Source: an optimization exercise on an open RTL-to-GDS flow (aim: small area and few clock cycles per item). Production flows keep margins and buffers that such runs may drop.
In this exercise RTL edits were held to simulation tests only and were not proved equivalent to the original.
Power and IR drop assume default switching activity.

`design/flow/config.mk`:
```
export PLATFORM = sky130hd
export DESIGN_NAME = RSA_TOP
export DESIGN_NICKNAME = RSA_TOP
export VERILOG_FILES = /design/flow/design.v
export SDC_FILE = /design/flow/constraint.sdc
export NUM_CORES = 4
export LEC_CHECK = 0
export ABC_AREA = 1
export CAP_MARGIN = 20
export CORE_MARGIN = 2
export CORE_UTILIZATION = 60
export SLEW_MARGIN = 20
```
`design/flow/constraint.sdc`:
```
create_clock -name core_clock -period 90.0 [get_ports {clk}]
set_input_delay 18.0000 -clock core_clock [delete_from_list [all_inputs] [get_ports {clk}]]
set_output_delay 18.0000 -clock core_clock [all_outputs]
set_load 0.01 [all_outputs]
```
`design/flow/design.v`:
```
module RSA_IP (
    IN_P, IN_Q, IN_E,
    S_SEL, L_SEL, E1, E3, E5
);
input  [3:0] IN_P, IN_Q;
input  [7:0] IN_E;
output [2:0] S_SEL;
output [1:0] L_SEL;
output       E1, E3;
output [1:0] E5;
tab_pair u_pair (.x({IN_Q, IN_P}), .y({L_SEL, S_SEL}));
tab_e35  u_e35  (.x(IN_E[6:1]), .y({E5, E3}));
assign E1 = IN_E[1];
endmodule
module tab_e35 (input [5:0] x, output [2:0] y);
  wire new_n10, new_n11, new_n12, new_n13, new_n14, new_n15, new_n16, new_n17, new_n18, new_n19, new_n20, new_n21, new_n22, new_n23, new_n24, new_n25, new_n26, new_n27, new_n28, new_n29, new_n30, new_n31, new_n32, new_n33, new_n34, new_n35, new_n36, new_n37, new_n39, new_n40, new_n41, new_n42, new_n43, new_n44, new_n45, new_n46, new_n47, new_n48, new_n50, new_n51, new_n52, new_n53, new_n54, new_n55, new_n56;
  assign new_n10 = x[2] & ~x[4];
  assign new_n11 = ~x[0] & new_n10;
  assign new_n12 = ~x[2] & x[4];
  assign new_n13 = x[0] & new_n12;
  assign new_n14 = x[0] & ~new_n10;
  assign new_n15 = ~new_n12 & ~new_n14;
  assign new_n16 = ~new_n13 & ~new_n15;
  assign new_n17 = ~x[2] & new_n16;
  assign new_n18 = ~new_n11 & ~new_n17;
  assign new_n19 = x[2] & ~new_n14;
  assign new_n20 = ~new_n12 & ~new_n19;
  assign new_n21 = ~x[1] & x[3];
  assign new_n22 = ~x[5] & new_n21;
  assign new_n23 = x[1] & ~x[3];
  assign new_n24 = ~new_n21 & ~new_n23;
  assign new_n25 = x[5] & ~new_n24;
  assign new_n26 = ~x[5] & ~new_n23;
  assign new_n27 = ~new_n25 & ~new_n26;
  assign new_n28 = ~x[3] & new_n27;
  assign new_n29 = ~new_n22 & ~new_n28;
  assign new_n30 = x[1] & new_n26;
  assign new_n31 = ~new_n25 & ~new_n30;
  assign new_n32 = new_n29 & new_n31;
  assign new_n33 = ~new_n20 & ~new_n32;
  assign new_n34 = new_n20 & new_n29;
  assign new_n35 = ~new_n33 & ~new_n34;
  assign new_n36 = new_n18 & ~new_n35;
  assign new_n37 = ~new_n18 & new_n31;
  assign y[0] = ~new_n36 & ~new_n37;
  assign new_n39 = ~new_n15 & new_n27;
  assign new_n40 = x[5] & new_n23;
  assign new_n41 = new_n15 & new_n40;
  assign new_n42 = ~new_n21 & ~new_n26;
  assign new_n43 = new_n11 & ~new_n22;
  assign new_n44 = ~new_n42 & new_n43;
  assign new_n45 = ~new_n41 & ~new_n44;
  assign new_n46 = ~new_n39 & new_n45;
  assign new_n47 = ~new_n11 & ~new_n13;
  assign new_n48 = new_n22 & new_n47;
  assign y[1] = ~new_n46 | new_n48;
  assign new_n50 = new_n43 & new_n46;
  assign new_n51 = ~new_n11 & new_n41;
  assign new_n52 = new_n16 & ~new_n42;
  assign new_n53 = new_n13 & new_n42;
  assign new_n54 = ~new_n44 & ~new_n53;
  assign new_n55 = ~new_n52 & new_n54;
  assign new_n56 = ~new_n51 & new_n55;
  assign y[2] = new_n50 | ~new_n56;
endmodule
module tab_pair (input [7:0] x, output [4:0] y);
  wire new_n14, new_n15, new_n16, new_n17, new_n18, new_n19, new_n20, new_n21, new_n22, new_n23, new_n24, new_n25, new_n26, new_n27, new_n28, new_n29, new_n30, new_n31, new_n32, new_n34, new_n35, new_n36, new_n37, new_n38, new_n39, new_n40, new_n41, new_n42, new_n43, new_n44, new_n45, new_n46, new_n47, new_n48, new_n49, new_n50, new_n51, new_n52, new_n53, new_n54, new_n56, new_n57, new_n60, new_n61;
  assign new_n14 = x[1] & x[2];
  assign new_n15 = ~x[7] & ~new_n14;
  assign new_n16 = x[5] & new_n15;
  assign new_n17 = x[3] & ~new_n16;
  assign new_n18 = x[5] & x[6];
  assign new_n19 = x[1] & ~new_n18;
  assign new_n20 = x[7] & ~new_n19;
  assign new_n21 = ~x[2] & x[6];
  assign new_n22 = ~x[3] & ~x[7];
  assign new_n23 = x[2] & ~x[6];
  assign new_n24 = new_n22 & ~new_n23;
  assign new_n25 = ~new_n21 & new_n24;
  assign new_n26 = ~x[5] & ~x[6];
  assign new_n27 = ~x[1] & ~x[2];
  assign new_n28 = ~new_n26 & ~new_n27;
  assign new_n29 = x[0] & x[4];
  assign new_n30 = new_n28 & new_n29;
  assign new_n31 = ~new_n25 & new_n30;
  assign new_n32 = ~new_n20 & new_n31;
  assign y[0] = ~new_n17 & new_n32;
  assign new_n34 = ~x[3] & ~new_n18;
  assign new_n35 = ~x[2] & ~x[3];
  assign new_n36 = x[1] & ~new_n35;
  assign new_n37 = ~new_n34 & ~new_n36;
  assign new_n38 = new_n15 & ~new_n37;
  assign new_n39 = ~x[2] & ~x[5];
  assign new_n40 = ~x[1] & ~x[6];
  assign new_n41 = ~new_n39 & ~new_n40;
  assign new_n42 = ~new_n15 & new_n41;
  assign new_n43 = ~new_n34 & new_n42;
  assign new_n44 = ~x[6] & ~x[7];
  assign new_n45 = ~x[4] & ~new_n44;
  assign new_n46 = ~x[0] & ~new_n35;
  assign new_n47 = new_n28 & ~new_n46;
  assign new_n48 = ~new_n45 & new_n47;
  assign new_n49 = ~new_n43 & new_n48;
  assign new_n50 = ~new_n38 & new_n49;
  assign new_n51 = x[3] & x[7];
  assign new_n52 = x[2] & ~new_n51;
  assign new_n53 = ~new_n44 & new_n52;
  assign new_n54 = new_n50 & new_n53;
  assign y[4] = ~new_n22 & new_n49;
  assign new_n56 = ~x[7] & new_n21;
  assign new_n57 = y[4] & new_n56;
  assign y[1] = new_n54 | new_n57;
  assign y[2] = new_n50 & new_n51;
  assign new_n60 = ~x[3] & ~x[6];
  assign new_n61 = x[7] & new_n60;
  assign y[3] = new_n50 & ~new_n61;
endmodule
module RSA_TOP (
    clk, rst_n, in_valid,
    in_p, in_q, in_e, in_c,
    out_valid, out_m
);
input clk, rst_n, in_valid;
input [3:0] in_p, in_q;
input [7:0] in_e, in_c;
output out_valid;
output [7:0] out_m;
function [4:0] add4;
	input [3:0] a, b;
	input ci;
	integer i;
	reg cy;
	begin
		cy = ci;
		for (i = 0; i < 4; i = i + 1) begin
			add4[i] = a[i] ^ b[i] ^ cy;
			cy = (a[i] & b[i]) | (cy & (a[i] ^ b[i]));
		end
		add4[4] = cy;
	end
endfunction
reg  [2:0] cnt;
always @(posedge clk, negedge rst_n) begin
	if (!rst_n)
		cnt <= 3'd0;
	else
		cnt <= {in_valid & (cnt[2] ^ (cnt[1] & cnt[0])),
		        in_valid & (cnt[1] ^ cnt[0]),
		        in_valid & ~cnt[0]};
end
wire       first = ~(cnt[2] | cnt[1] | cnt[0]);
wire [2:0] k_s;
wire [1:0] k_l;
wire       k_e1, k_e3;
wire [1:0] k_e5;
RSA_IP U0 (.IN_P(in_p), .IN_Q(in_q), .IN_E(in_e),
           .S_SEL(k_s), .L_SEL(k_l), .E1(k_e1), .E3(k_e3), .E5(k_e5));
reg  [8:0] key_r;
wire [8:0] key = first ? {k_s, k_l, k_e1, k_e3, k_e5} : key_r;
always @(posedge clk) key_r <= key;
wire [2:0] s_sel = key[8:6];
wire [1:0] l_sel = key[5:4];
wire       e1    = key[3];
wire       e3    = key[2];
wire [1:0] e5    = key[1:0];
wire [7:0] c = in_c;
wire [1:0] r3;
wire [2:0] r5, r7, y5, y7;
wire [3:0] r11, r13, y11, y13;
tab_r3    u_r3    (.x(c), .y(r3));
tab_r5    u_r5    (.x(c), .y(r5));
tab_r7    u_r7    (.x(c), .y(r7));
tab_r1113 u_r1113 (.x(c), .y({r13, r11}));
tab_p5    u_p5    (.x({e1, r5}), .y(y5));
tab_p7    u_p7    (.x({e3, r7}), .y(y7));
tab_p11   u_p11   (.x({e5, r11}), .y(y11));
tab_p13   u_p13   (.x({e1, e3, r13}), .y(y13));
reg [3:0] ys, yl, sv;
always @(*) begin
	case (s_sel)
		3'd0:    begin ys = {3'd0, c[0]}; sv = 4'd2;  end
		3'd1:    begin ys = {2'd0, r3};   sv = 4'd3;  end
		3'd2:    begin ys = {1'd0, y5};   sv = 4'd5;  end
		3'd3:    begin ys = {1'd0, y7};   sv = 4'd7;  end
		default: begin ys = y11;          sv = 4'd11; end
	endcase
	case (l_sel)
		2'd0:    yl = {1'd0, y5};
		2'd1:    yl = {1'd0, y7};
		2'd2:    yl = y11;
		default: yl = y13;
	endcase
end
wire [3:0] ylm;                                   
tab_ymod u_ymod (.x({s_sel, yl}), .y(ylm));
wire [4:0] df = add4(ys, ~ylm, 1'b1);             
wire [4:0] da = add4(df[3:0], sv, 1'b0);
wire [3:0] s  = df[4] ? df[3:0] : da[3:0];        
wire [7:0] lg;                                    
tab_lg u_lg (.x({s_sel, l_sel, s}), .y(lg));
wire [4:0] lo = add4(lg[3:0], yl, 1'b0);
wire [3:0] hi;
assign hi[0] = lg[4] ^ lo[4];
assign hi[1] = lg[5] ^ (lg[4] & lo[4]);
assign hi[2] = lg[6] ^ (lg[5] & lg[4] & lo[4]);
assign hi[3] = lg[7] ^ (lg[6] & lg[5] & lg[4] & lo[4]);
wire [7:0] m  = {hi, lo[3:0]};
assign out_valid = in_valid & rst_n;
assign out_m     = out_valid ? m : 8'd0;
endmodule
module tab_r3 (input [7:0] x, output [1:0] y);
  wire new_n11, new_n12, new_n13, new_n14, new_n15, new_n16, new_n17, new_n18, new_n19, new_n20, new_n21, new_n22, new_n23, new_n24, new_n25, new_n26, new_n27, new_n28, new_n29, new_n30, new_n31, new_n32, new_n33, new_n34, new_n35, new_n36, new_n37, new_n38, new_n39, new_n40, new_n41, new_n42, new_n44, new_n45, new_n46, new_n47, new_n48, new_n49, new_n50;
  assign new_n11 = x[1] & x[3];
  assign new_n12 = ~x[0] & ~new_n11;
  assign new_n13 = ~x[1] & ~x[3];
  assign new_n14 = x[0] & ~new_n13;
  assign new_n15 = ~new_n12 & ~new_n14;
  assign new_n16 = x[4] & x[6];
  assign new_n17 = ~x[5] & ~x[7];
  assign new_n18 = new_n16 & new_n17;
  assign new_n19 = ~x[4] & ~x[6];
  assign new_n20 = x[5] & x[7];
  assign new_n21 = ~new_n17 & ~new_n20;
  assign new_n22 = new_n19 & new_n21;
  assign new_n23 = ~new_n18 & ~new_n22;
  assign new_n24 = x[2] & ~new_n23;
  assign new_n25 = x[5] & ~new_n16;
  assign new_n26 = ~new_n19 & ~new_n25;
  assign new_n27 = x[2] & ~x[7];
  assign new_n28 = new_n26 & new_n27;
  assign new_n29 = new_n23 & ~new_n28;
  assign new_n30 = ~x[7] & new_n29;
  assign new_n31 = ~x[2] & ~new_n26;
  assign new_n32 = new_n30 & new_n31;
  assign new_n33 = ~new_n24 & ~new_n32;
  assign new_n34 = ~new_n15 & ~new_n33;
  assign new_n35 = x[0] & new_n11;
  assign new_n36 = new_n12 & ~new_n13;
  assign new_n37 = ~new_n35 & ~new_n36;
  assign new_n38 = ~new_n30 & new_n37;
  assign new_n39 = ~new_n15 & new_n37;
  assign new_n40 = new_n29 & ~new_n39;
  assign new_n41 = ~new_n38 & ~new_n40;
  assign new_n42 = new_n33 & ~new_n41;
  assign y[0] = ~new_n34 & ~new_n42;
  assign new_n44 = ~new_n15 & new_n29;
  assign new_n45 = ~new_n30 & ~new_n39;
  assign new_n46 = ~new_n44 & ~new_n45;
  assign new_n47 = new_n33 & ~new_n46;
  assign new_n48 = ~x[7] & new_n35;
  assign new_n49 = ~new_n36 & ~new_n48;
  assign new_n50 = ~new_n33 & new_n49;
  assign y[1] = ~new_n47 & ~new_n50;
endmodule
module tab_r5 (input [7:0] x, output [2:0] y);
  wire new_n12, new_n13, new_n14, new_n15, new_n16, new_n17, new_n18, new_n19, new_n20, new_n21, new_n22, new_n23, new_n24, new_n25, new_n26, new_n27, new_n28, new_n29, new_n30, new_n31, new_n32, new_n33, new_n34, new_n35, new_n36, new_n37, new_n38, new_n39, new_n40, new_n41, new_n42, new_n43, new_n44, new_n45, new_n46, new_n47, new_n48, new_n49, new_n50, new_n51, new_n52, new_n53, new_n54, new_n55, new_n56, new_n57, new_n58, new_n59, new_n61, new_n62, new_n63, new_n64, new_n65, new_n67;
  assign new_n12 = ~x[0] & x[2];
  assign new_n13 = x[0] & ~x[2];
  assign new_n14 = ~new_n12 & ~new_n13;
  assign new_n15 = x[4] & ~x[6];
  assign new_n16 = ~x[5] & ~new_n15;
  assign new_n17 = x[5] & new_n15;
  assign new_n18 = ~new_n16 & ~new_n17;
  assign new_n19 = ~x[7] & new_n18;
  assign new_n20 = x[1] & ~x[3];
  assign new_n21 = ~x[1] & x[3];
  assign new_n22 = ~new_n20 & ~new_n21;
  assign new_n23 = ~new_n19 & new_n22;
  assign new_n24 = ~x[6] & new_n16;
  assign new_n25 = x[7] & ~new_n24;
  assign new_n26 = ~x[5] & ~x[7];
  assign new_n27 = new_n23 & new_n26;
  assign new_n28 = ~x[4] & x[6];
  assign new_n29 = new_n20 & ~new_n26;
  assign new_n30 = ~new_n28 & new_n29;
  assign new_n31 = ~x[7] & new_n21;
  assign new_n32 = new_n18 & new_n31;
  assign new_n33 = ~new_n30 & ~new_n32;
  assign new_n34 = ~new_n27 & new_n33;
  assign new_n35 = ~new_n25 & new_n34;
  assign new_n36 = new_n23 & new_n35;
  assign new_n37 = new_n27 & new_n28;
  assign new_n38 = ~x[1] & ~x[5];
  assign new_n39 = new_n28 & ~new_n38;
  assign new_n40 = ~new_n28 & new_n38;
  assign new_n41 = ~new_n39 & ~new_n40;
  assign new_n42 = new_n31 & ~new_n41;
  assign new_n43 = new_n19 & new_n20;
  assign new_n44 = ~new_n42 & ~new_n43;
  assign new_n45 = ~new_n37 & new_n44;
  assign new_n46 = ~new_n36 & new_n45;
  assign new_n47 = ~new_n14 & ~new_n46;
  assign new_n48 = ~x[0] & x[7];
  assign new_n49 = ~new_n15 & ~new_n48;
  assign new_n50 = new_n41 & new_n49;
  assign new_n51 = new_n34 & ~new_n50;
  assign new_n52 = new_n14 & new_n51;
  assign new_n53 = ~new_n12 & ~new_n52;
  assign new_n54 = new_n35 & new_n53;
  assign new_n55 = new_n47 & new_n54;
  assign new_n56 = ~new_n12 & new_n46;
  assign new_n57 = ~new_n25 & ~new_n34;
  assign new_n58 = ~new_n47 & new_n57;
  assign new_n59 = ~new_n56 & new_n58;
  assign y[2] = new_n55 | new_n59;
  assign new_n61 = ~new_n46 & new_n53;
  assign new_n62 = ~new_n14 & ~new_n51;
  assign new_n63 = ~new_n52 & ~new_n62;
  assign new_n64 = ~new_n25 & ~new_n63;
  assign new_n65 = ~new_n61 & new_n64;
  assign y[0] = ~y[2] & new_n65;
  assign new_n67 = new_n46 & ~new_n54;
  assign y[1] = ~new_n61 & ~new_n67;
endmodule
module tab_r7 (input [7:0] x, output [2:0] y);
  wire new_n12, new_n13, new_n14, new_n15, new_n16, new_n17, new_n18, new_n19, new_n20, new_n21, new_n22, new_n23, new_n24, new_n25, new_n26, new_n27, new_n28, new_n29, new_n30, new_n31, new_n32, new_n33, new_n34, new_n35, new_n36, new_n37, new_n38, new_n39, new_n40, new_n41, new_n42, new_n43, new_n44, new_n45, new_n46, new_n47, new_n48, new_n49, new_n50, new_n52, new_n53, new_n55, new_n56;
  assign new_n12 = ~x[4] & ~x[5];
  assign new_n13 = ~x[6] & new_n12;
  assign new_n14 = x[7] & ~new_n13;
  assign new_n15 = x[2] & x[7];
  assign new_n16 = ~x[2] & ~x[5];
  assign new_n17 = x[3] & x[6];
  assign new_n18 = ~x[3] & ~x[6];
  assign new_n19 = x[0] & ~new_n18;
  assign new_n20 = ~new_n17 & ~new_n19;
  assign new_n21 = x[1] & ~new_n20;
  assign new_n22 = new_n16 & ~new_n21;
  assign new_n23 = x[2] & x[5];
  assign new_n24 = x[0] & new_n17;
  assign new_n25 = ~x[1] & ~new_n24;
  assign new_n26 = ~x[0] & new_n18;
  assign new_n27 = ~new_n25 & ~new_n26;
  assign new_n28 = ~new_n16 & new_n27;
  assign new_n29 = ~new_n23 & ~new_n28;
  assign new_n30 = new_n23 & new_n27;
  assign new_n31 = ~new_n29 & ~new_n30;
  assign new_n32 = ~new_n22 & ~new_n31;
  assign new_n33 = x[4] & new_n32;
  assign new_n34 = ~new_n15 & ~new_n33;
  assign new_n35 = new_n20 & ~new_n26;
  assign new_n36 = ~new_n24 & ~new_n35;
  assign new_n37 = ~new_n29 & ~new_n36;
  assign new_n38 = new_n29 & new_n36;
  assign new_n39 = ~new_n37 & ~new_n38;
  assign new_n40 = ~new_n34 & new_n39;
  assign new_n41 = ~new_n14 & ~new_n40;
  assign new_n42 = ~x[1] & new_n20;
  assign new_n43 = ~new_n21 & ~new_n42;
  assign new_n44 = ~new_n37 & ~new_n43;
  assign new_n45 = ~new_n21 & new_n28;
  assign new_n46 = ~new_n44 & ~new_n45;
  assign new_n47 = ~x[4] & ~x[7];
  assign new_n48 = new_n46 & ~new_n47;
  assign new_n49 = new_n32 & new_n48;
  assign new_n50 = ~new_n39 & ~new_n49;
  assign y[0] = new_n41 & ~new_n50;
  assign new_n52 = ~new_n46 & new_n47;
  assign new_n53 = ~new_n48 & ~new_n52;
  assign y[1] = new_n41 & new_n53;
  assign new_n55 = ~new_n32 & ~new_n48;
  assign new_n56 = ~new_n49 & ~new_n55;
  assign y[2] = new_n41 & new_n56;
endmodule
module tab_r1113 (input [7:0] x, output [7:0] y);
  wire new_n17, new_n18, new_n19, new_n20, new_n21, new_n22, new_n23, new_n24, new_n25, new_n26, new_n27, new_n28, new_n29, new_n30, new_n31, new_n32, new_n33, new_n34, new_n35, new_n36, new_n37, new_n38, new_n39, new_n40, new_n41, new_n42, new_n43, new_n44, new_n45, new_n46, new_n47, new_n48, new_n49, new_n50, new_n51, new_n52, new_n53, new_n54, new_n55, new_n56, new_n57, new_n58, new_n59, new_n60, new_n61, new_n62, new_n63, new_n64, new_n65, new_n66, new_n67, new_n68, new_n69, new_n70, new_n71, new_n73, new_n74, new_n75, new_n76, new_n77, new_n78, new_n79, new_n80, new_n81, new_n83, new_n84, new_n85, new_n86, new_n87, new_n88, new_n89, new_n91, new_n92, new_n93, new_n94, new_n95, new_n97, new_n98, new_n99, new_n100, new_n101, new_n102, new_n103, new_n104, new_n105, new_n106, new_n107, new_n108, new_n109, new_n110, new_n111, new_n112, new_n113, new_n114, new_n115, new_n116, new_n117, new_n118, new_n119, new_n120, new_n121, new_n122, new_n123, new_n124, new_n125, new_n126, new_n127, new_n128, new_n129, new_n130, new_n131, new_n132, new_n133, new_n134, new_n135, new_n136, new_n137, new_n139, new_n140, new_n141, new_n142, new_n143, new_n144, new_n145, new_n146, new_n147, new_n148, new_n149, new_n150, new_n151, new_n152, new_n153, new_n155, new_n156, new_n157, new_n158, new_n159, new_n160, new_n161, new_n162, new_n163, new_n164, new_n165, new_n166, new_n167, new_n168, new_n169, new_n170, new_n171, new_n173, new_n174, new_n175, new_n176, new_n177, new_n178, new_n179, new_n180, new_n181, new_n182, new_n183, new_n184;
  assign new_n17 = x[1] & ~x[5];
  assign new_n18 = x[0] & ~x[6];
  assign new_n19 = new_n17 & new_n18;
  assign new_n20 = x[3] & ~new_n19;
  assign new_n21 = x[1] & ~x[6];
  assign new_n22 = ~x[1] & x[6];
  assign new_n23 = ~x[0] & x[5];
  assign new_n24 = ~new_n22 & ~new_n23;
  assign new_n25 = ~new_n21 & ~new_n24;
  assign new_n26 = new_n20 & ~new_n25;
  assign new_n27 = x[7] & new_n26;
  assign new_n28 = x[0] & ~x[5];
  assign new_n29 = new_n22 & ~new_n28;
  assign new_n30 = x[3] & new_n29;
  assign new_n31 = x[2] & ~new_n30;
  assign new_n32 = ~new_n27 & new_n31;
  assign new_n33 = new_n21 & ~new_n23;
  assign new_n34 = x[4] & ~new_n33;
  assign new_n35 = ~new_n25 & ~new_n34;
  assign new_n36 = ~x[7] & ~new_n20;
  assign new_n37 = new_n35 & new_n36;
  assign new_n38 = ~new_n32 & ~new_n37;
  assign new_n39 = ~x[4] & ~new_n38;
  assign new_n40 = x[3] & new_n39;
  assign new_n41 = x[2] & new_n35;
  assign new_n42 = ~x[3] & ~new_n41;
  assign new_n43 = ~new_n39 & new_n42;
  assign new_n44 = ~new_n40 & ~new_n43;
  assign new_n45 = ~new_n23 & ~new_n28;
  assign new_n46 = ~new_n44 & new_n45;
  assign new_n47 = x[1] & ~x[4];
  assign new_n48 = ~new_n29 & ~new_n47;
  assign new_n49 = x[2] & new_n48;
  assign new_n50 = new_n42 & new_n49;
  assign new_n51 = x[3] & new_n41;
  assign new_n52 = new_n28 & new_n35;
  assign new_n53 = new_n48 & ~new_n52;
  assign new_n54 = ~x[2] & ~x[3];
  assign new_n55 = x[3] & new_n23;
  assign new_n56 = ~new_n54 & ~new_n55;
  assign new_n57 = ~new_n53 & ~new_n56;
  assign new_n58 = ~new_n51 & ~new_n57;
  assign new_n59 = ~new_n50 & new_n58;
  assign new_n60 = ~x[2] & x[3];
  assign new_n61 = ~new_n35 & new_n60;
  assign new_n62 = new_n38 & ~new_n61;
  assign new_n63 = ~x[0] & x[4];
  assign new_n64 = ~new_n62 & new_n63;
  assign new_n65 = ~new_n59 & new_n64;
  assign new_n66 = new_n44 & ~new_n45;
  assign new_n67 = ~new_n65 & new_n66;
  assign new_n68 = ~new_n46 & ~new_n67;
  assign new_n69 = ~x[4] & ~x[5];
  assign new_n70 = ~x[6] & new_n69;
  assign new_n71 = x[7] & ~new_n70;
  assign y[0] = ~new_n68 & ~new_n71;
  assign new_n73 = ~new_n23 & ~new_n46;
  assign new_n74 = ~x[4] & ~new_n40;
  assign new_n75 = ~new_n21 & ~new_n22;
  assign new_n76 = new_n74 & new_n75;
  assign new_n77 = ~new_n74 & ~new_n75;
  assign new_n78 = ~new_n76 & ~new_n77;
  assign new_n79 = new_n73 & ~new_n78;
  assign new_n80 = ~new_n73 & new_n78;
  assign new_n81 = ~new_n71 & ~new_n80;
  assign y[1] = ~new_n79 & new_n81;
  assign new_n83 = ~x[4] & ~x[7];
  assign new_n84 = new_n59 & ~new_n83;
  assign new_n85 = ~new_n41 & ~new_n61;
  assign new_n86 = ~new_n71 & new_n85;
  assign new_n87 = new_n84 & new_n86;
  assign new_n88 = ~new_n26 & new_n83;
  assign new_n89 = ~new_n85 & new_n88;
  assign y[2] = new_n87 | new_n89;
  assign new_n91 = x[4] & ~x[7];
  assign new_n92 = ~new_n62 & ~new_n91;
  assign new_n93 = ~new_n70 & ~new_n83;
  assign new_n94 = new_n62 & new_n93;
  assign new_n95 = ~new_n92 & ~new_n94;
  assign y[3] = ~new_n84 & new_n95;
  assign new_n97 = x[3] & x[5];
  assign new_n98 = ~x[3] & ~x[5];
  assign new_n99 = ~new_n97 & ~new_n98;
  assign new_n100 = ~new_n17 & new_n99;
  assign new_n101 = ~x[2] & new_n100;
  assign new_n102 = x[2] & ~new_n99;
  assign new_n103 = ~x[0] & x[6];
  assign new_n104 = x[3] & ~new_n103;
  assign new_n105 = ~x[1] & x[2];
  assign new_n106 = ~new_n18 & new_n105;
  assign new_n107 = ~new_n104 & new_n106;
  assign new_n108 = new_n102 & ~new_n107;
  assign new_n109 = ~x[1] & x[5];
  assign new_n110 = ~new_n60 & ~new_n109;
  assign new_n111 = ~new_n97 & new_n103;
  assign new_n112 = ~new_n110 & new_n111;
  assign new_n113 = ~new_n108 & ~new_n112;
  assign new_n114 = ~new_n101 & new_n113;
  assign new_n115 = ~x[7] & ~new_n114;
  assign new_n116 = x[3] & new_n17;
  assign new_n117 = ~new_n32 & new_n116;
  assign new_n118 = ~x[7] & ~new_n103;
  assign new_n119 = new_n54 & ~new_n118;
  assign new_n120 = ~x[1] & new_n119;
  assign new_n121 = ~x[7] & new_n18;
  assign new_n122 = ~new_n109 & new_n121;
  assign new_n123 = x[2] & new_n100;
  assign new_n124 = ~new_n122 & new_n123;
  assign new_n125 = ~new_n120 & ~new_n124;
  assign new_n126 = ~new_n117 & new_n125;
  assign new_n127 = ~new_n115 & ~new_n126;
  assign new_n128 = ~x[4] & ~new_n127;
  assign new_n129 = ~new_n98 & ~new_n101;
  assign new_n130 = ~new_n18 & ~new_n103;
  assign new_n131 = ~new_n129 & new_n130;
  assign new_n132 = ~new_n112 & ~new_n130;
  assign new_n133 = new_n129 & new_n132;
  assign new_n134 = ~new_n131 & ~new_n133;
  assign new_n135 = ~new_n128 & new_n134;
  assign new_n136 = new_n128 & ~new_n134;
  assign new_n137 = ~new_n71 & ~new_n136;
  assign y[4] = ~new_n135 & new_n137;
  assign new_n139 = ~new_n127 & new_n134;
  assign new_n140 = x[4] & ~new_n139;
  assign new_n141 = ~x[7] & ~new_n140;
  assign new_n142 = ~new_n103 & ~new_n139;
  assign new_n143 = ~new_n18 & ~new_n142;
  assign new_n144 = ~new_n17 & ~new_n109;
  assign new_n145 = new_n143 & ~new_n144;
  assign new_n146 = ~new_n120 & new_n143;
  assign new_n147 = new_n144 & ~new_n146;
  assign new_n148 = ~new_n145 & ~new_n147;
  assign new_n149 = new_n141 & ~new_n148;
  assign new_n150 = ~new_n141 & new_n148;
  assign new_n151 = x[0] & new_n119;
  assign new_n152 = ~new_n71 & ~new_n151;
  assign new_n153 = ~new_n150 & new_n152;
  assign y[5] = ~new_n149 & new_n153;
  assign new_n155 = x[3] & y[2];
  assign new_n156 = ~new_n93 & new_n127;
  assign new_n157 = ~new_n97 & ~new_n102;
  assign new_n158 = ~new_n71 & ~new_n157;
  assign new_n159 = ~new_n115 & new_n158;
  assign new_n160 = ~new_n156 & ~new_n159;
  assign new_n161 = ~new_n155 & ~new_n160;
  assign new_n162 = ~y[5] & new_n161;
  assign new_n163 = ~x[2] & ~new_n109;
  assign new_n164 = ~new_n17 & new_n103;
  assign new_n165 = new_n163 & ~new_n164;
  assign new_n166 = x[5] & new_n33;
  assign new_n167 = new_n103 & new_n105;
  assign new_n168 = ~x[4] & ~new_n167;
  assign new_n169 = ~new_n166 & new_n168;
  assign new_n170 = ~new_n165 & new_n169;
  assign new_n171 = new_n115 & ~new_n170;
  assign y[7] = new_n156 | new_n171;
  assign new_n173 = x[7] & new_n87;
  assign new_n174 = ~new_n115 & ~new_n173;
  assign new_n175 = ~y[7] & ~new_n174;
  assign new_n176 = x[1] & ~new_n100;
  assign new_n177 = ~new_n18 & ~new_n176;
  assign new_n178 = new_n163 & ~new_n177;
  assign new_n179 = ~new_n103 & new_n116;
  assign new_n180 = ~new_n107 & ~new_n179;
  assign new_n181 = ~new_n178 & new_n180;
  assign new_n182 = new_n91 & ~new_n181;
  assign new_n183 = ~new_n127 & new_n182;
  assign new_n184 = ~new_n175 & ~new_n183;
  assign y[6] = new_n162 | ~new_n184;
endmodule
module tab_p5 (input [3:0] x, output [2:0] y);
  wire new_n8, new_n9, new_n10, new_n11, new_n14;
  assign new_n8 = x[1] & x[3];
  assign new_n9 = ~x[0] & ~new_n8;
  assign new_n10 = x[0] & new_n8;
  assign new_n11 = ~x[2] & ~new_n10;
  assign y[0] = ~new_n9 & new_n11;
  assign y[1] = x[1] & ~x[2];
  assign new_n14 = ~x[0] & ~x[1];
  assign y[2] = x[2] & new_n14;
endmodule
module tab_p7 (input [3:0] x, output [2:0] y);
  wire new_n8, new_n10, new_n11, new_n12, new_n13, new_n15, new_n16, new_n17;
  assign new_n8 = x[1] & x[2];
  assign y[0] = x[0] & ~new_n8;
  assign new_n10 = x[0] & new_n8;
  assign new_n11 = ~x[2] & x[3];
  assign new_n12 = ~x[1] & ~x[3];
  assign new_n13 = ~new_n11 & ~new_n12;
  assign y[1] = ~new_n10 & new_n13;
  assign new_n15 = ~x[1] & x[3];
  assign new_n16 = ~x[2] & ~x[3];
  assign new_n17 = ~new_n15 & ~new_n16;
  assign y[2] = ~new_n10 & new_n17;
endmodule
module tab_p11 (input [5:0] x, output [3:0] y);
  wire new_n11, new_n12, new_n13, new_n14, new_n15, new_n16, new_n17, new_n18, new_n19, new_n20, new_n21, new_n22, new_n23, new_n24, new_n25, new_n26, new_n27, new_n28, new_n29, new_n31, new_n32, new_n33, new_n34, new_n35, new_n36, new_n37, new_n38, new_n40, new_n41, new_n42, new_n43, new_n44, new_n45, new_n46, new_n47, new_n48, new_n49, new_n51, new_n52, new_n53;
  assign new_n11 = ~x[0] & ~x[2];
  assign new_n12 = x[2] & ~x[4];
  assign new_n13 = x[0] & ~new_n12;
  assign new_n14 = ~x[0] & new_n12;
  assign new_n15 = ~new_n13 & ~new_n14;
  assign new_n16 = x[2] & ~new_n15;
  assign new_n17 = ~new_n11 & ~new_n16;
  assign new_n18 = ~x[5] & ~new_n17;
  assign new_n19 = ~x[3] & x[4];
  assign new_n20 = ~x[1] & ~x[4];
  assign new_n21 = ~new_n19 & ~new_n20;
  assign new_n22 = ~x[2] & new_n21;
  assign new_n23 = ~x[1] & ~x[3];
  assign new_n24 = ~new_n11 & new_n23;
  assign new_n25 = x[5] & ~new_n24;
  assign new_n26 = ~new_n22 & new_n25;
  assign new_n27 = ~x[1] & ~x[2];
  assign new_n28 = x[3] & ~new_n27;
  assign new_n29 = ~new_n26 & ~new_n28;
  assign y[0] = ~new_n18 & new_n29;
  assign new_n31 = x[5] & ~new_n15;
  assign new_n32 = ~x[2] & new_n23;
  assign new_n33 = x[5] & ~new_n32;
  assign new_n34 = x[1] & x[2];
  assign new_n35 = ~new_n21 & ~new_n34;
  assign new_n36 = ~new_n33 & new_n35;
  assign new_n37 = ~new_n31 & ~new_n36;
  assign new_n38 = ~new_n11 & new_n28;
  assign y[1] = new_n37 & ~new_n38;
  assign new_n40 = ~new_n28 & ~new_n32;
  assign new_n41 = ~x[0] & ~x[1];
  assign new_n42 = x[0] & x[1];
  assign new_n43 = ~new_n41 & ~new_n42;
  assign new_n44 = ~x[5] & new_n43;
  assign new_n45 = ~x[4] & ~new_n43;
  assign new_n46 = ~new_n44 & ~new_n45;
  assign new_n47 = x[2] & ~new_n46;
  assign new_n48 = ~x[2] & new_n46;
  assign new_n49 = ~new_n47 & ~new_n48;
  assign y[2] = new_n40 & ~new_n49;
  assign new_n51 = new_n11 & new_n28;
  assign new_n52 = ~new_n37 & new_n40;
  assign new_n53 = new_n49 & new_n52;
  assign y[3] = new_n51 | new_n53;
endmodule
module tab_p13 (input [5:0] x, output [3:0] y);
  wire new_n11, new_n12, new_n13, new_n14, new_n15, new_n16, new_n17, new_n18, new_n19, new_n21, new_n22, new_n23, new_n24, new_n25, new_n26, new_n27, new_n28, new_n29, new_n30, new_n31, new_n32, new_n33, new_n34, new_n35, new_n37, new_n38, new_n39, new_n40, new_n41, new_n42, new_n43, new_n45, new_n46, new_n47, new_n48, new_n49, new_n50, new_n51;
  assign new_n11 = x[1] & x[3];
  assign new_n12 = x[0] & x[2];
  assign new_n13 = ~new_n11 & ~new_n12;
  assign new_n14 = x[5] & ~new_n13;
  assign new_n15 = ~x[1] & ~x[3];
  assign new_n16 = x[5] & ~new_n15;
  assign new_n17 = ~x[0] & ~new_n16;
  assign new_n18 = x[2] & x[3];
  assign new_n19 = ~new_n17 & ~new_n18;
  assign y[0] = ~new_n14 & new_n19;
  assign new_n21 = x[0] & ~x[2];
  assign new_n22 = ~x[2] & ~x[4];
  assign new_n23 = ~x[0] & x[2];
  assign new_n24 = x[4] & new_n23;
  assign new_n25 = x[0] & ~x[3];
  assign new_n26 = ~x[0] & x[3];
  assign new_n27 = ~new_n25 & ~new_n26;
  assign new_n28 = ~new_n24 & new_n27;
  assign new_n29 = ~new_n22 & new_n28;
  assign new_n30 = new_n21 & new_n29;
  assign new_n31 = x[1] & new_n22;
  assign new_n32 = x[1] & ~new_n21;
  assign new_n33 = ~new_n24 & ~new_n32;
  assign new_n34 = ~x[3] & ~new_n33;
  assign new_n35 = ~new_n31 & ~new_n34;
  assign y[1] = new_n30 | ~new_n35;
  assign new_n37 = x[1] & x[4];
  assign new_n38 = ~new_n28 & ~new_n37;
  assign new_n39 = ~new_n29 & ~new_n38;
  assign new_n40 = y[0] & new_n39;
  assign new_n41 = x[1] & ~new_n22;
  assign new_n42 = ~new_n28 & ~new_n41;
  assign new_n43 = ~y[0] & new_n42;
  assign y[3] = new_n40 | new_n43;
  assign new_n45 = ~new_n26 & ~new_n37;
  assign new_n46 = ~x[2] & ~new_n45;
  assign new_n47 = x[2] & ~x[3];
  assign new_n48 = ~new_n37 & new_n47;
  assign new_n49 = ~new_n46 & ~new_n48;
  assign new_n50 = ~y[3] & ~new_n49;
  assign new_n51 = new_n18 & y[3];
  assign y[2] = new_n50 | new_n51;
endmodule
module tab_ymod (input [6:0] x, output [3:0] y);
  wire new_n12, new_n13, new_n14, new_n15, new_n16, new_n17, new_n18, new_n19, new_n20, new_n21, new_n22, new_n23, new_n24, new_n25, new_n26, new_n27, new_n28, new_n29, new_n30, new_n31, new_n32, new_n33, new_n34, new_n35, new_n36, new_n37, new_n38, new_n39, new_n40, new_n41, new_n42, new_n44, new_n45, new_n46, new_n47, new_n48, new_n49, new_n50, new_n51, new_n52, new_n53, new_n54, new_n55, new_n56, new_n57, new_n58, new_n59, new_n60, new_n61, new_n63, new_n64, new_n65, new_n66, new_n68;
  assign new_n12 = ~x[4] & ~x[5];
  assign new_n13 = ~x[1] & x[4];
  assign new_n14 = x[1] & ~x[4];
  assign new_n15 = x[2] & ~x[5];
  assign new_n16 = ~new_n14 & ~new_n15;
  assign new_n17 = ~new_n13 & new_n16;
  assign new_n18 = x[3] & ~new_n17;
  assign new_n19 = new_n12 & ~new_n18;
  assign new_n20 = x[1] & x[3];
  assign new_n21 = ~x[5] & ~new_n20;
  assign new_n22 = ~x[2] & ~x[6];
  assign new_n23 = ~new_n21 & new_n22;
  assign new_n24 = ~new_n19 & ~new_n23;
  assign new_n25 = ~new_n12 & ~new_n14;
  assign new_n26 = ~new_n24 & ~new_n25;
  assign new_n27 = ~x[1] & new_n15;
  assign new_n28 = ~x[3] & new_n25;
  assign new_n29 = ~new_n27 & new_n28;
  assign new_n30 = ~new_n26 & ~new_n29;
  assign new_n31 = x[0] & new_n30;
  assign new_n32 = ~x[3] & ~x[6];
  assign new_n33 = ~new_n17 & new_n32;
  assign new_n34 = new_n24 & ~new_n33;
  assign new_n35 = x[6] & new_n12;
  assign new_n36 = x[5] & ~x[6];
  assign new_n37 = x[4] & new_n36;
  assign new_n38 = ~new_n35 & ~new_n37;
  assign new_n39 = ~x[1] & ~new_n38;
  assign new_n40 = new_n34 & ~new_n39;
  assign new_n41 = ~x[0] & ~new_n30;
  assign new_n42 = ~new_n40 & ~new_n41;
  assign y[0] = ~new_n31 & new_n42;
  assign new_n44 = ~x[2] & x[3];
  assign new_n45 = ~x[6] & new_n44;
  assign new_n46 = new_n24 & new_n45;
  assign new_n47 = ~x[1] & new_n36;
  assign new_n48 = x[3] & new_n38;
  assign new_n49 = new_n47 & new_n48;
  assign new_n50 = ~x[3] & ~new_n38;
  assign new_n51 = x[2] & ~new_n50;
  assign new_n52 = ~new_n12 & new_n32;
  assign new_n53 = new_n38 & ~new_n52;
  assign new_n54 = x[1] & ~new_n53;
  assign new_n55 = ~new_n51 & new_n54;
  assign new_n56 = ~new_n49 & ~new_n55;
  assign new_n57 = ~new_n46 & new_n56;
  assign new_n58 = new_n31 & ~new_n57;
  assign new_n59 = x[0] & new_n34;
  assign new_n60 = ~new_n31 & new_n57;
  assign new_n61 = ~new_n59 & ~new_n60;
  assign y[1] = ~new_n58 & new_n61;
  assign new_n63 = ~new_n47 & ~new_n50;
  assign new_n64 = x[2] & ~new_n48;
  assign new_n65 = ~new_n63 & new_n64;
  assign new_n66 = ~new_n58 & ~new_n65;
  assign y[2] = ~new_n59 & ~new_n66;
  assign new_n68 = new_n35 & new_n44;
  assign y[3] = ~new_n31 & new_n68;
endmodule
module tab_lg (input [8:0] x, output [7:0] y);
  wire new_n18, new_n19, new_n20, new_n21, new_n22, new_n23, new_n24, new_n25, new_n26, new_n27, new_n28, new_n29, new_n30, new_n31, new_n32, new_n33, new_n34, new_n35, new_n36, new_n37, new_n38, new_n39, new_n40, new_n41, new_n42, new_n43, new_n44, new_n45, new_n46, new_n47, new_n48, new_n49, new_n50, new_n51, new_n52, new_n53, new_n54, new_n55, new_n56, new_n57, new_n58, new_n59, new_n60, new_n61, new_n62, new_n63, new_n64, new_n65, new_n66, new_n67, new_n68, new_n69, new_n70, new_n71, new_n72, new_n73, new_n74, new_n76, new_n77, new_n78, new_n79, new_n80, new_n81, new_n82, new_n83, new_n84, new_n85, new_n86, new_n87, new_n88, new_n89, new_n90, new_n91, new_n92, new_n93, new_n94, new_n95, new_n96, new_n97, new_n98, new_n99, new_n100, new_n101, new_n102, new_n103, new_n104, new_n106, new_n107, new_n108, new_n109, new_n110, new_n111, new_n113, new_n114, new_n115, new_n116, new_n117, new_n118, new_n119, new_n120, new_n121, new_n122, new_n124, new_n125, new_n126, new_n127, new_n129, new_n130, new_n131, new_n132, new_n133, new_n134, new_n135, new_n136, new_n138, new_n139, new_n140, new_n142, new_n143, new_n144, new_n145, new_n146;
  assign new_n18 = x[0] & ~x[1];
  assign new_n19 = ~x[0] & x[1];
  assign new_n20 = ~new_n18 & ~new_n19;
  assign new_n21 = ~x[0] & x[2];
  assign new_n22 = x[0] & ~x[6];
  assign new_n23 = ~new_n21 & ~new_n22;
  assign new_n24 = new_n20 & new_n23;
  assign new_n25 = x[0] & x[7];
  assign new_n26 = x[1] & ~x[6];
  assign new_n27 = ~x[8] & new_n26;
  assign new_n28 = ~new_n25 & new_n27;
  assign new_n29 = ~new_n24 & ~new_n28;
  assign new_n30 = ~x[0] & ~x[7];
  assign new_n31 = ~new_n25 & ~new_n30;
  assign new_n32 = x[4] & ~new_n26;
  assign new_n33 = ~new_n31 & new_n32;
  assign new_n34 = new_n29 & ~new_n33;
  assign new_n35 = x[5] & ~new_n34;
  assign new_n36 = x[4] & new_n30;
  assign new_n37 = ~x[3] & ~x[8];
  assign new_n38 = x[4] & ~x[6];
  assign new_n39 = x[7] & ~new_n38;
  assign new_n40 = ~x[5] & new_n39;
  assign new_n41 = new_n37 & ~new_n40;
  assign new_n42 = ~new_n36 & ~new_n41;
  assign new_n43 = x[1] & ~x[7];
  assign new_n44 = ~x[4] & x[6];
  assign new_n45 = new_n43 & ~new_n44;
  assign new_n46 = ~new_n20 & ~new_n45;
  assign new_n47 = ~x[5] & ~new_n46;
  assign new_n48 = ~x[2] & x[6];
  assign new_n49 = ~x[4] & new_n48;
  assign new_n50 = ~new_n43 & new_n49;
  assign new_n51 = x[7] & new_n44;
  assign new_n52 = x[2] & ~new_n51;
  assign new_n53 = ~new_n50 & ~new_n52;
  assign new_n54 = ~new_n47 & new_n53;
  assign new_n55 = ~new_n42 & new_n54;
  assign new_n56 = x[8] & new_n38;
  assign new_n57 = ~new_n51 & ~new_n56;
  assign new_n58 = x[5] & ~new_n57;
  assign new_n59 = x[7] & x[8];
  assign new_n60 = ~x[3] & ~new_n59;
  assign new_n61 = new_n58 & new_n60;
  assign new_n62 = x[7] & ~new_n22;
  assign new_n63 = ~new_n48 & new_n62;
  assign new_n64 = x[0] & ~x[2];
  assign new_n65 = ~x[7] & new_n48;
  assign new_n66 = ~new_n64 & ~new_n65;
  assign new_n67 = ~new_n63 & new_n66;
  assign new_n68 = new_n37 & ~new_n67;
  assign new_n69 = ~new_n61 & ~new_n68;
  assign new_n70 = x[5] & ~new_n69;
  assign new_n71 = ~x[1] & ~x[7];
  assign new_n72 = x[4] & ~new_n71;
  assign new_n73 = new_n70 & new_n72;
  assign new_n74 = ~new_n55 & ~new_n73;
  assign y[0] = ~new_n35 & ~new_n74;
  assign new_n76 = ~x[0] & ~x[8];
  assign new_n77 = x[0] & x[8];
  assign new_n78 = ~new_n76 & ~new_n77;
  assign new_n79 = x[1] & ~new_n78;
  assign new_n80 = x[2] & ~new_n22;
  assign new_n81 = ~new_n44 & new_n80;
  assign new_n82 = new_n25 & new_n38;
  assign new_n83 = ~new_n49 & ~new_n82;
  assign new_n84 = ~new_n81 & new_n83;
  assign new_n85 = ~new_n76 & ~new_n84;
  assign new_n86 = ~new_n79 & ~new_n85;
  assign new_n87 = x[1] & ~new_n84;
  assign new_n88 = ~new_n86 & ~new_n87;
  assign new_n89 = new_n70 & new_n88;
  assign new_n90 = ~new_n21 & ~new_n64;
  assign new_n91 = new_n61 & ~new_n90;
  assign new_n92 = ~new_n89 & ~new_n91;
  assign new_n93 = ~x[2] & ~new_n38;
  assign new_n94 = x[1] & ~new_n93;
  assign new_n95 = new_n92 & ~new_n94;
  assign new_n96 = ~new_n92 & new_n94;
  assign new_n97 = ~new_n95 & ~new_n96;
  assign new_n98 = x[3] & x[8];
  assign new_n99 = x[1] & x[7];
  assign new_n100 = ~x[2] & ~new_n99;
  assign new_n101 = ~new_n98 & new_n100;
  assign new_n102 = ~x[6] & new_n55;
  assign new_n103 = ~new_n70 & ~new_n102;
  assign new_n104 = ~new_n101 & ~new_n103;
  assign y[5] = ~new_n97 & new_n104;
  assign new_n106 = x[5] & ~y[5];
  assign new_n107 = ~new_n74 & ~new_n106;
  assign new_n108 = x[4] & new_n107;
  assign new_n109 = new_n31 & new_n108;
  assign new_n110 = new_n64 & new_n71;
  assign new_n111 = new_n58 & new_n110;
  assign y[7] = new_n92 & new_n111;
  assign new_n113 = ~new_n109 & ~y[7];
  assign new_n114 = ~new_n31 & ~new_n38;
  assign new_n115 = x[4] & ~new_n62;
  assign new_n116 = ~new_n39 & ~new_n115;
  assign new_n117 = ~new_n114 & ~new_n116;
  assign new_n118 = new_n29 & ~new_n40;
  assign new_n119 = ~new_n69 & new_n118;
  assign new_n120 = x[4] & new_n119;
  assign new_n121 = new_n89 & ~new_n120;
  assign new_n122 = new_n119 & ~new_n121;
  assign y[3] = ~new_n107 & new_n122;
  assign new_n124 = ~new_n117 & y[3];
  assign new_n125 = new_n92 & ~new_n124;
  assign new_n126 = ~new_n113 & new_n125;
  assign new_n127 = new_n113 & ~new_n125;
  assign y[1] = new_n126 | new_n127;
  assign new_n129 = ~x[5] & new_n55;
  assign new_n130 = ~new_n120 & ~new_n129;
  assign new_n131 = ~new_n89 & ~new_n130;
  assign new_n132 = ~new_n121 & ~new_n131;
  assign new_n133 = ~y[5] & new_n132;
  assign new_n134 = x[4] & new_n132;
  assign new_n135 = x[0] & y[5];
  assign new_n136 = ~new_n134 & new_n135;
  assign y[2] = ~new_n133 & ~new_n136;
  assign new_n138 = ~x[5] & new_n120;
  assign new_n139 = ~new_n108 & ~new_n138;
  assign new_n140 = ~y[1] & ~new_n139;
  assign y[4] = new_n89 | new_n140;
  assign new_n142 = ~y[0] & ~new_n88;
  assign new_n143 = y[1] & new_n142;
  assign new_n144 = ~new_n42 & ~new_n143;
  assign new_n145 = new_n70 & ~new_n144;
  assign new_n146 = new_n69 & y[0];
  assign y[6] = new_n145 | new_n146;
endmodule
```
`design/flow/run.sh`:
```
#!/bin/bash
# synth_recipe.tcl (not shown) runs the flow's synth.tcl, then flattens the netlist and writes it again
# the make line also repeats each setting of config.mk as NAME=value (left out here)
make -C /OpenROAD-flow-scripts/flow DESIGN_CONFIG=/design/flow/config.mk WORK_HOME=/design/flow/orfs CLKGATE_MAP_FILE= SYNTH_SCRIPT=/design/flow/synth_recipe.tcl finish
```
==> results of run 1 <==
## final cells by class
class / instances / area share, %
inverters: 121 / 9.91
well taps: 96 / 2.58
repair buffers: 33 / 7.11
multi-input cells: 611 / 73.7
flip-flops and latches: 12 / 5.49
clock buffers: 4 / 1.18
## how the worst max path moves through the flow
stage	from	endpoint	slack, ns
floorplan	in_c[4]	out_m[4]	46.44
global placement	in_c[3]	out_m[4]	44.01
detailed placement	in_c[3]	out_m[4]	43.91
CTS	in_c[3]	out_m[4]	43.88
global route	in_c[3]	out_m[4]	43.03
finish	in_c[3]	out_m[4]	43.80
## critical path, delay by kind of cell
kind / cells / cell delay [ns]
fa+ha+maj: 11 / 3.72
simple gates: 34 / 3.38
buf+inv: 10 / 2.19
compound gates: 3 / 0.90
## state kept, by name (all words and copies together) (netlist names)
| signal | count |
|---|---|
| key_r | 9 |
| cnt | 3 |
## metrics by stage
step	util [%]	instances	worst slack [ns]	hold slack (ns)
2_1_floorplan	-	752	46.44	0.459
4_1_cts	68.4	877	43.88	0.508
5_1_grt	68.4	877	43.03	0.520
3_5_place_dp	67.6	873	43.91	0.493
3_3_place_gp	67.6	873	44.01	0.481
6_report	68.4	877	43.80	0.501
## Yosys cell counts, types with 3 or more instances
cell type,number
inv_1,101
dfrtp_1,3
nand2_1,220
or2_1,3
o31ai_1,3
o21ai_0,36
dfxtp_1,9
nor3_1,9
a31oi_1,3
ha_1,34
nand3_2,9
nand2_2,20
a21oi_1,24
nand4_1,12
o221ai_1,3
or2_2,4
nor2_1,80
nor2_2,5
o2111ai_1,3
a22oi_1,3
o21ai_1,14
nand3_1,66
buf_2,4
o22ai_1,6
inv_2,17
o211ai_1,7
fa_1,10
a21oi_2,4
nand2_4,3
## routing by layer
metal  GRT usage (%)  vias to the layer above  wire length [um]
met5               0                        -                 0
met4            14.4                        0               480
met3            2.17                       46               560
met2            57.2                      195              5620
met1            33.7                     2187              4730
li1                -                     2515                 -
## where the power goes
group          leakage (nW)  switching [mW]  internal, mW
clock network        0.0288         0.00230       0.00388
registers             0.114        0.000320       0.00620
logic                  2.29          0.0702        0.0400
## cell families (layout without fill, tap and decap cells)
logic type	Yosys count	in the layout	share of synthesized area (%)
xor gates and xnor gates	4	4	0.836
buffers and inverters	129	158	12.2
adders and majority gates	44	44	14.9
and+or+nand+nor	441	441	47.6
AOI/OAI and AO/OA	122	122	18.4
DFF	12	12	6.09
==> results.yml, run 1 <==
sta:
  timing.final.crit_share_pct: 51.3
  period_minus_slack_ns: 46.20
  fmax_ghz: 0.0216
  finClkSkew_ns: 0.00173
  rsz0062_at_grt: "false"
  slew_headroom_pct: 53.4
  hold_viol: 0
  tightest_slew_ns: 0.692
  setup_tns_ns: 0
  maxSlewViolCount: 0
  setup_viol: 0
global_route:
  grt_usage_pct: 30.1
  grt_antenna_before_repair: 0
  grt_max_degree: 17
  grt_pass1_vias: 4602
  gr-total-overflow: 0
  grt_pass1_wl_mm: 19.1
pwr:
  vdd_drop_max_mv: 0.0133
  power_mw: 0.123
  power.density_nw_per_um2: 26.5
  p_leak_nw: 2.44
clock_network:
  ctsHoldBuffers: 0
  cts.sinks: 12
  insertion_delay_ns: 0.25
  h-tree-depth: 1
  ctsResizeCount: 0
  cts_buffers: 3
  clockBufferDepth: 2
  path_clk_slew_ns: 0.06
  cts_tree: "done"
  cts_setup_buffers: 0
  root_buffer: "clkbuf_8"
job:
  cap_violations: 0
min_path:
  holdCritPathClass: "flop to flop"
  hold_depth: 2
  min_from: "key_r[0]"
  whs_endpoint: "key_r[0]"
drt:
  drtIter0Drc: 284
  vias: 4943
  drtAntennaViolNets: 0
  first_pass_iters: 6
  viasPerCell: 5.64
  drt_wl_total_mm: 11.4
  drt-wirelength-per-cell_um: 13.0
  route.detailed.drc: 0
synthesis:
  ys_warn_count: 1
  synth_edf_count: 0
  synth_top_flop_cell: "dfxtp_1"
  syn_inst: 752
  post-synth-top-area-cell: "nand2_1"
  synth_cell_types: 58
  synth_seq_cells: 12
  yosysTopAreaCellShare_pct: 19.7
  avgSynthCellArea_um2: 5.57
  synth_fp_nets: 823
  ys_top_cells_by_area: "nand2_1 (20%), ha_1 (10%), inv_1 (9.0%)"
  async_reset_ff_share_pct: 25.0
  ys_seq_area_share_pct: 6.09
  netlist_area_um2: 4190
place:
  port_buffers: 33
  dp_hpwl_mm: 9.26
  place_area_um2: 4590
  routabilityCongestion: 0.982
worst_setup_path:
  crit_path_end_kind: "output port"
  r2r-start: "cnt[0]"
  crit_fanout: 13
  crit_arrival_ns: 28.20
  r2r-end: "key_r[5]"
  slowest_delay_ns: 0.91
  reg2reg_slack_ns: 87.79
  slowest_stage: "clkdlybuf4s50_1"
  rr_worst_depth: 4
  start_kind: "primary input"
  critPathRequiredTime_ns: 72.00
  crit_type: "primary input to output port"
  cp_common_cell: "nand2_1"
floorplan:
  die_area_um2: 7670
  placementRows: 30
  ios: 36
  die_width_um: 87.6
  core_area_um2: 6790
  die_y_um: 87.6
  start_util_pct: 61.7
layout:
  multiInputGateArea_um2: 3430
  final_cell_mix: "nand2_1 (220), inv_1 (101), nor2_1 (80)"
  mostFrequentLayoutCell: "nand2_1"
  finalInstanceArea_um2: 4650
  syn_to_final_growth_pct: 10.9
  drive_above_1_share_pct: 10.1
  n_antenna_cell: 0
  nets: 853
  fillers: 638
  seqCellArea_um2: 255
run_status:
  run_status: "no timing/DRC/antenna violations"
Testbench counts, summed over its fixed seeds: cycles 2,560, items 2,560.
==> run 2, diff against run 1 <==
==> design/flow/flow/run.sh (new file) <==
#!/bin/bash
# Layout flow: the standard ORFS flow (standard.sh), with two changes:
#  - synthesis maps with an area-oriented ABC script (flow/abc_area.script)
#    instead of ORFS's delay-oriented one; everything else in synthesis,
#    including the register mapping and naming, is the standard synthesis;
#  - port buffers use sky130_fd_sc_hd__buf_1.
# ORFS's scripts are copied unchanged into ./scripts_local except for
# abc_area.script. Each tool's output goes to the ORFS logs under orfs/logs;
# make's own output goes to ./flow_make.log.
set -euo pipefail
W=$(pwd)
rm -rf "$W/scripts_local"
cp -r "$FLOW_HOME/scripts" "$W/scripts_local"
chmod -R u+w "$W/scripts_local"
cp "$W/flow/abc_area.script" "$W/scripts_local/abc_area.script"
bash "$W/standard.sh" "SCRIPTS_DIR=$W/scripts_local" \
  "BUFFER_PORTS_ARGS=-buffer_cell sky130_fd_sc_hd__buf_1" finish > "$W/flow_make.log" 2>&1
==> design/flow/flow/abc_area.script (new file) <==
strash
dch -f
amap
topo
==> design/flow/standard.sh (new file) <==
#!/bin/bash
# synth_recipe.tcl (not shown) runs the flow's synth.tcl, then flattens the netlist and writes it again
# the make line also repeats each setting of config.mk as NAME=value (left out here)
make -C /OpenROAD-flow-scripts/flow DESIGN_CONFIG=/design/flow/config.mk WORK_HOME=/design/flow/orfs CLKGATE_MAP_FILE= SYNTH_SCRIPT=/design/flow/synth_recipe.tcl "${@:-finish}"
--- a/design/flow/config.mk
+++ b/design/flow/config.mk
@@ -9,4 +9,4 @@
 export CAP_MARGIN = 20
 export CORE_MARGIN = 2
-export CORE_UTILIZATION = 60
+export CORE_UTILIZATION = 65
 export SLEW_MARGIN = 20
removed: design/flow/run.sh
==> run 2 against run 1 <==
Against the previous run:
- still clean
- register-to-register slack worse by 0.39 ns
- global-route usage rose by 3.7 points
- via count down 13%
- final area shrank 19%
- synthesized cell count shrank 25%
==> results.yml, run 2 <==
run_status:
  run_status: "no timing/DRC/antenna violations"
synthesis:
  post-synth-top-count-cell: "nor2_1"
  syn_inst: 564
  ys_warn_count: 1
  netlist_area_um2: 3460
  synth_cell_types: 45
  synth_commonest_cells: "nor2_1 (113), clkinv_1 (86), o21ai_0 (48), nand2_1 (46), a21oi_1 (35)"
  ys_top_cells_by_area: "ha_1 (12%), nor2_1 (12%), clkinv_1 (9.3%)"
  synth_top_flop_cell: "dfxtp_1"
  synth_fp_nets: 635
  yosysTopAreaCellShare_pct: 12.3
  synth_edf_count: 0
  async_reset_ff_share_pct: 25.0
  ys_seq_area_share_pct: 7.38
  avgSynthCellArea_um2: 6.13
  synth_seq_cells: 12
  post-synth-top-area-cell: "ha_1"
floorplan:
  die_width_um: 76.9
  core_area_um2: 5110
  die_y_um: 76.9
  die_area_um2: 5920
  placementRows: 26
  start_util_pct: 67.7
  ios: 36
clock_network:
  h-tree-depth: 1
  cts_buffers: 3
  cts_setup_buffers: 0
  insertion_delay_ns: 0.24
  path_clk_slew_ns: 0.05
  clockBufferDepth: 2
  cts.sinks: 12
  ctsHoldBuffers: 0
  cts_tree: "done"
  root_buffer: "clkbuf_8"
  ctsResizeCount: 0
layout:
  largest_register: "key_r"
  n_antenna_cell: 0
  mostFrequentLayoutCell: "nor2_1"
  drive_above_1_share_pct: 1.16
  final_cell_mix: "nor2_1 (113), clkinv_1 (86), o21ai_0 (48)"
  utilization_pct: 73.3
  nets: 676
  largest_reg_flops: 9
  reg_top3: "key_r: 9 flops, cnt: 3 flops"
  syn_to_final_growth_pct: 8.36
global_route:
  gr-total-overflow: 0
  grt_pass1_wl_mm: 17.2
  grt_usage_pct: 33.8
  grt_antenna_before_repair: 0
  grt_max_degree: 21
  grt_pass1_vias: 4113
sta:
  setup_tns_ns: 0
  timing.final.crit_share_pct: 55.3
  finClkSkew_ns: 0.00666
  tightest_slew_ns: 0.986
  fmax_ghz: 0.0201
  holdWs_ns: 0.459
  setup_viol: 0
  hold_viol: 0
  maxSlewViolCount: 0
  period_minus_slack_ns: 49.81
  slew_headroom_pct: 32.6
  rsz0062_at_grt: "false"
drt:
  drtIter0Drc: 354
  route.detailed.drc: 0
  vias: 4301
  viasPerCell: 6.38
  drtAntennaViolNets: 0
  drt-wirelength-per-cell_um: 14.5
  drt_wl_total_mm: 9.80
  first_pass_iters: 5
pwr:
  power.density_nw_per_um2: 27.9
  p_leak_nw: 1.38
  power_mw: 0.104
  vdd_drop_max_mv: 0.0251
worst_setup_path:
  crit_fanout: 13
  crit_path_end_kind: "output port"
  start_kind: "primary input"
  crit_type: "primary input to output port"
  slowest_delay_ns: 0.54
  crit_arrival_ns: 31.81
  slowest_stage: "fa_1"
  critPathRequiredTime_ns: 72.00
  cp_common_cell: "clkinv_1"
place:
  port_buffers: 33
  routabilityCongestion: 0.993
  dp_hpwl_mm: 7.82
min_path:
  holdCritPathClass: "flop to flop"
job:
  cap_violations: 0
run 2: cell types whose count changed after synthesis, sizes merged, moves of 14 or more:
cell,delta
nand2,-197
inv,-120
clkinv,+85
nand3,-68
nor2,+27
o22ai,+16
nor3,+14
run 2: critical path: cells and delay by family:
kind,cells,cell delay [ns]
buf+inv,17,3.16
compound gates,24,5.69
simple gates,15,1.95
fa+ha+maj,8,3.03
run 2: path summary, 6_finish.rpt:
path / startpoint / end / slack, ns / cells after the start
setup / recovery: in_c[3] / out_m[5] / 40.19 / 64
hold / removal: cnt[0] / cnt[0] / 0.46 / 1
setup reg to reg: cnt[2] / key_r[4] / 87.40 / 5
hold reg to reg: cnt[0] / cnt[0] / 0.46 / 1
max in group asynchronous: rst_n / cnt[0] / 72.25 / 1
min in group asynchronous: rst_n / cnt[0] / 17.58 / 1
run 2: layer usage:
| layer | global-route usage, % | up-vias | share of wire [%] |
|---|---|---|---|
| met3 | 3.18 | 23 | 8.2 |
| met2 | 56.7 | 209 | 46 |
| met1 | 46.0 | 1940 | 44 |
| li1 | - | 2129 | - |
| met4 | 9.82 | 0 | 1.6 |
| met5 | 0 | - | 0 |
run 2: cells by family after synthesis:
group                    Yosys count  share of synthesized area [%]
flip-flops                        12                           7.38
AND/OR/NAND/NOR                  235                           30.0
adder cells (fa/ha/maj)           44                           18.1
AO/OA/AOI/OAI                    187                           35.1
buffers and inverters             86                           9.34
run 2: final cells by class:
cell class / instances / area, um2
inverter: 86 / 323
fill: 466 / 1360
sequential: 12 / 255
tap: 70 / 87.6
clock buffer: 4 / 55.1
multi-input combinational: 466 / 2880
timing repair buffer: 36 / 146
run 2: stage by stage:
stage	instance area, um2	setup slack [ns]	cells
final	3750	40.19	674
after floorplan	3460	43.16	564
after global routing	3750	38.74	674
after CTS	3750	40.60	674
after detailed placement	3690	40.62	670
after global placement	3690	41.07	670
run 2: where the power goes:
part           leakage, nW  total (mW)  switching, mW  internal (mW)
Clock               0.0288     0.00571        0.00186        0.00385
Sequential           0.115     0.00654       0.000269        0.00627
Combinational         1.24      0.0921         0.0587         0.0334
==> run 3, diff against run 2 <==
--- a/design/flow/flow/run.sh
+++ b/design/flow/flow/run.sh
@@ -4,4 +4,6 @@
 #    instead of ORFS's delay-oriented one; everything else in synthesis,
 #    including the register mapping and naming, is the standard synthesis;
+#  - yosys's full/half-adder extraction is skipped (ADDER_MAP_FILE empty), so
+#    ABC maps all of the logic;
 #  - port buffers use sky130_fd_sc_hd__buf_1.
 # ORFS's scripts are copied unchanged into ./scripts_local except for
@@ -14,4 +16,4 @@
 chmod -R u+w "$W/scripts_local"
 cp "$W/flow/abc_area.script" "$W/scripts_local/abc_area.script"
-bash "$W/standard.sh" "SCRIPTS_DIR=$W/scripts_local" \
+bash "$W/standard.sh" "SCRIPTS_DIR=$W/scripts_local" "ADDER_MAP_FILE=" \
   "BUFFER_PORTS_ARGS=-buffer_cell sky130_fd_sc_hd__buf_1" finish > "$W/flow_make.log" 2>&1
==> design/flow/flow/abc_area.script (replaced) <==
strash
ifraig
dch -f
amap -F 100 -A 100
topo
--- a/design/flow/config.mk
+++ b/design/flow/config.mk
@@ -9,4 +9,5 @@
 export CAP_MARGIN = 20
 export CORE_MARGIN = 2
-export CORE_UTILIZATION = 65
+export CORE_UTILIZATION = 75
+export CTS_BUF_LIST = sky130_fd_sc_hd__clkbuf_4
 export SLEW_MARGIN = 20
==> run 3 against run 2 <==
Against the previous run:
- still clean
- maximum frequency down 0.59%
- critical path depth increased by 7
- utilization rose by 9.7 points
- final cell count fell by 1.9%
- clock skew hardly changed
==> results.yml, run 3 <==
run_status:
  run_status: "no timing/DRC/antenna violations"
place:
  port_buffers: 33
  dp_hpwl_mm: 7.56
  routabilityCongestion: 1.07
  place_area_um2: 3300
min_path:
  holdCritPathClass: "flop to flop"
sta:
  holdWs_ns: 0.471
  timing.final.crit_share_pct: 55.7
  setup_viol: 0
  slew_headroom_pct: 37.4
  rsz0062_at_grt: "false"
  maxSlewViolCount: 0
  tightest_slew_ns: 0.939
  hold_viol: 0
  finClkSkew_ns: 0.00692
  fmax_ghz: 0.0200
  setup_tns_ns: 0
  period_minus_slack_ns: 50.10
synthesis:
  synth_commonest_cells: "nor2_1 (119), o21ai_0 (81), clkinv_1 (80), a21oi_1 (59), nand2_1 (48)"
  ys_seq_area_share_pct: 8.25
  yosysTopAreaCellShare_pct: 14.4
  netlist_area_um2: 3100
  synth_top_flop_cell: "dfxtp_1"
  async_reset_ff_share_pct: 25.0
  avgSynthCellArea_um2: 5.41
  synth_edf_count: 0
  syn_inst: 572
  synth_fp_nets: 599
  ys_top_cells_by_area: "nor2_1 (14%), o21ai_0 (13%), clkinv_1 (9.7%)"
  post-synth-top-area-cell: "nor2_1"
  synth_cell_types: 45
  ys_warn_count: 1
  post-synth-top-count-cell: "nor2_1"
  synth_seq_cells: 12
layout:
  utilization_pct: 83.1
  fillers: 296
  nets: 639
  finalInstanceArea_um2: 3320
  n_antenna_cell: 0
  syn_to_final_growth_pct: 7.36
  reg_top3: "key_r: 9 flops, cnt: 3 flops"
  largest_register: "key_r"
  mostFrequentLayoutCell: "nor2_1"
  drive_above_1_share_pct: 0.818
  final_cell_mix: "nor2_1 (119), o21ai_0 (81), clkinv_1 (81)"
  largest_reg_flops: 9
clock_network:
  clockBufferDepth: 2
  cts_tree: "done"
  cts.sinks: 12
  cts_buffers: 3
  insertion_delay_ns: 0.27
  h-tree-depth: 1
  ctsHoldBuffers: 0
  root_buffer: "clkbuf_4"
  ctsResizeCount: 0
  path_clk_slew_ns: 0.08
  cts_setup_buffers: 0
floorplan:
  core_area_um2: 4000
  die_width_um: 68.2
  die_y_um: 68.2
  die_area_um2: 4660
  ios: 36
  start_util_pct: 77.4
  placementRows: 23
pwr:
  power.density_nw_per_um2: 23.7
  vdd_drop_max_mv: 0.0219
  p_leak_nw: 1.07
  power_mw: 0.0787
global_route:
  gr-total-overflow: 0
  grt_max_degree: 18
  grt_antenna_before_repair: 0
  grt_usage_pct: 41.1
  grt_pass1_wl_mm: 15.2
  grt_pass1_vias: 3739
worst_setup_path:
  crit_path_end_kind: "output port"
  slowest_delay_ns: 0.62
  slowest_stage: "a222oi_1"
  start_kind: "primary input"
  crit_arrival_ns: 32.10
  critPathRequiredTime_ns: 72.00
  crit_type: "primary input to output port"
  crit_fanout: 15
  cp_common_cell: "nor2_1"
drt:
  drt_wl_total_mm: 9.71
  vias: 4606
  drtAntennaViolNets: 0
  route.detailed.drc: 0
  drtIter0Drc: 481
  first_pass_iters: 7
  viasPerCell: 6.97
  drt-wirelength-per-cell_um: 14.7
job:
  cap_violations: 0
-- run 3: kinds of logic after synthesis --
| logic type | synth area share (%) |
|---|---|
| AO/OA/AOI/OAI | 50.7 |
| flip-flops | 8.25 |
| AND/OR/NAND/NOR | 30.8 |
| buffers and inverters | 9.70 |
| XOR/XNOR | 0.566 |
-- run 3: area by class of cell --
class,count,area (um2),share of cell area (%)
Clock buffer,3,22.5,0.678
Clock inverter,1,3.75,0.113
Inverter,80,300,9.04
Multi-Input combinational cell,480,2540,76.4
Sequential cell,12,255,7.68
Tap cell,50,62.6,1.88
Timing Repair Buffer,35,139,4.18
-- run 3: power breakdown --
| group | switching (mW) | internal [mW] | leakage [nW] | total [mW] |
|---|---|---|---|---|
| sequential | 0.000239 | 0.00608 | 0.114 | 0.00632 |
| clock | 0.00181 | 0.00160 | 0.0154 | 0.00342 |
| combinational | 0.0466 | 0.0223 | 0.939 | 0.0689 |
| total | 0.0486 | 0.0300 | 1.07 | 0.0787 |
-- run 3: worst max-delay path, delay by kind of cell --
| family | cells | cell delay, ns |
|---|---|---|
| and+or+nand+nor | 21 | 3.34 |
| AOI/OAI and AO/OA | 37 | 8.09 |
| buffers and inverters | 13 | 2.65 |
-- run 3: final timing paths --
check	startpoint	to	slack [ns]	depth (start not counted)
worst min-delay path	cnt[0]	cnt[0]	0.47	1
worst min register to register	cnt[0]	cnt[0]	0.47	1
min in group asynchronous	rst_n	cnt[0]	17.52	1
max in group asynchronous	rst_n	cnt[0]	72.32	1
worst max-delay path	in_c[5]	out_m[7]	39.90	71
worst max register to register	cnt[2]	key_r[4]	87.46	5
-- run 3: metal layers --
layer  part of all wire [%]  track usage, %  routed length [um]  up-vias
met2                     45            70.5                4320      345
li1                       -               -                   -     2213
met4                    3.6            17.8                 351        0
met1                     39            52.0                3770     1982
met3                     13            3.95                1260       66
met5                      0               0                   0        -
-- run 3: metrics by stage --
stage,setup WS (ns),cells
5_1_grt,38.32,661
2_1_floorplan,43.37,572
6_report,39.90,661
3_3_place_gp,40.97,657
4_1_cts,40.46,661
3_5_place_dp,40.52,657

Re-timed with assumed drivers on the ports (clkbuf_16 on the clock, buf_2 on other inputs), run 3 has 39.869 ns of setup slack against 39.896 ns with ideal ports, and 39.869 ns once port delays also move by the mid clock arrival of 0.291 ns.
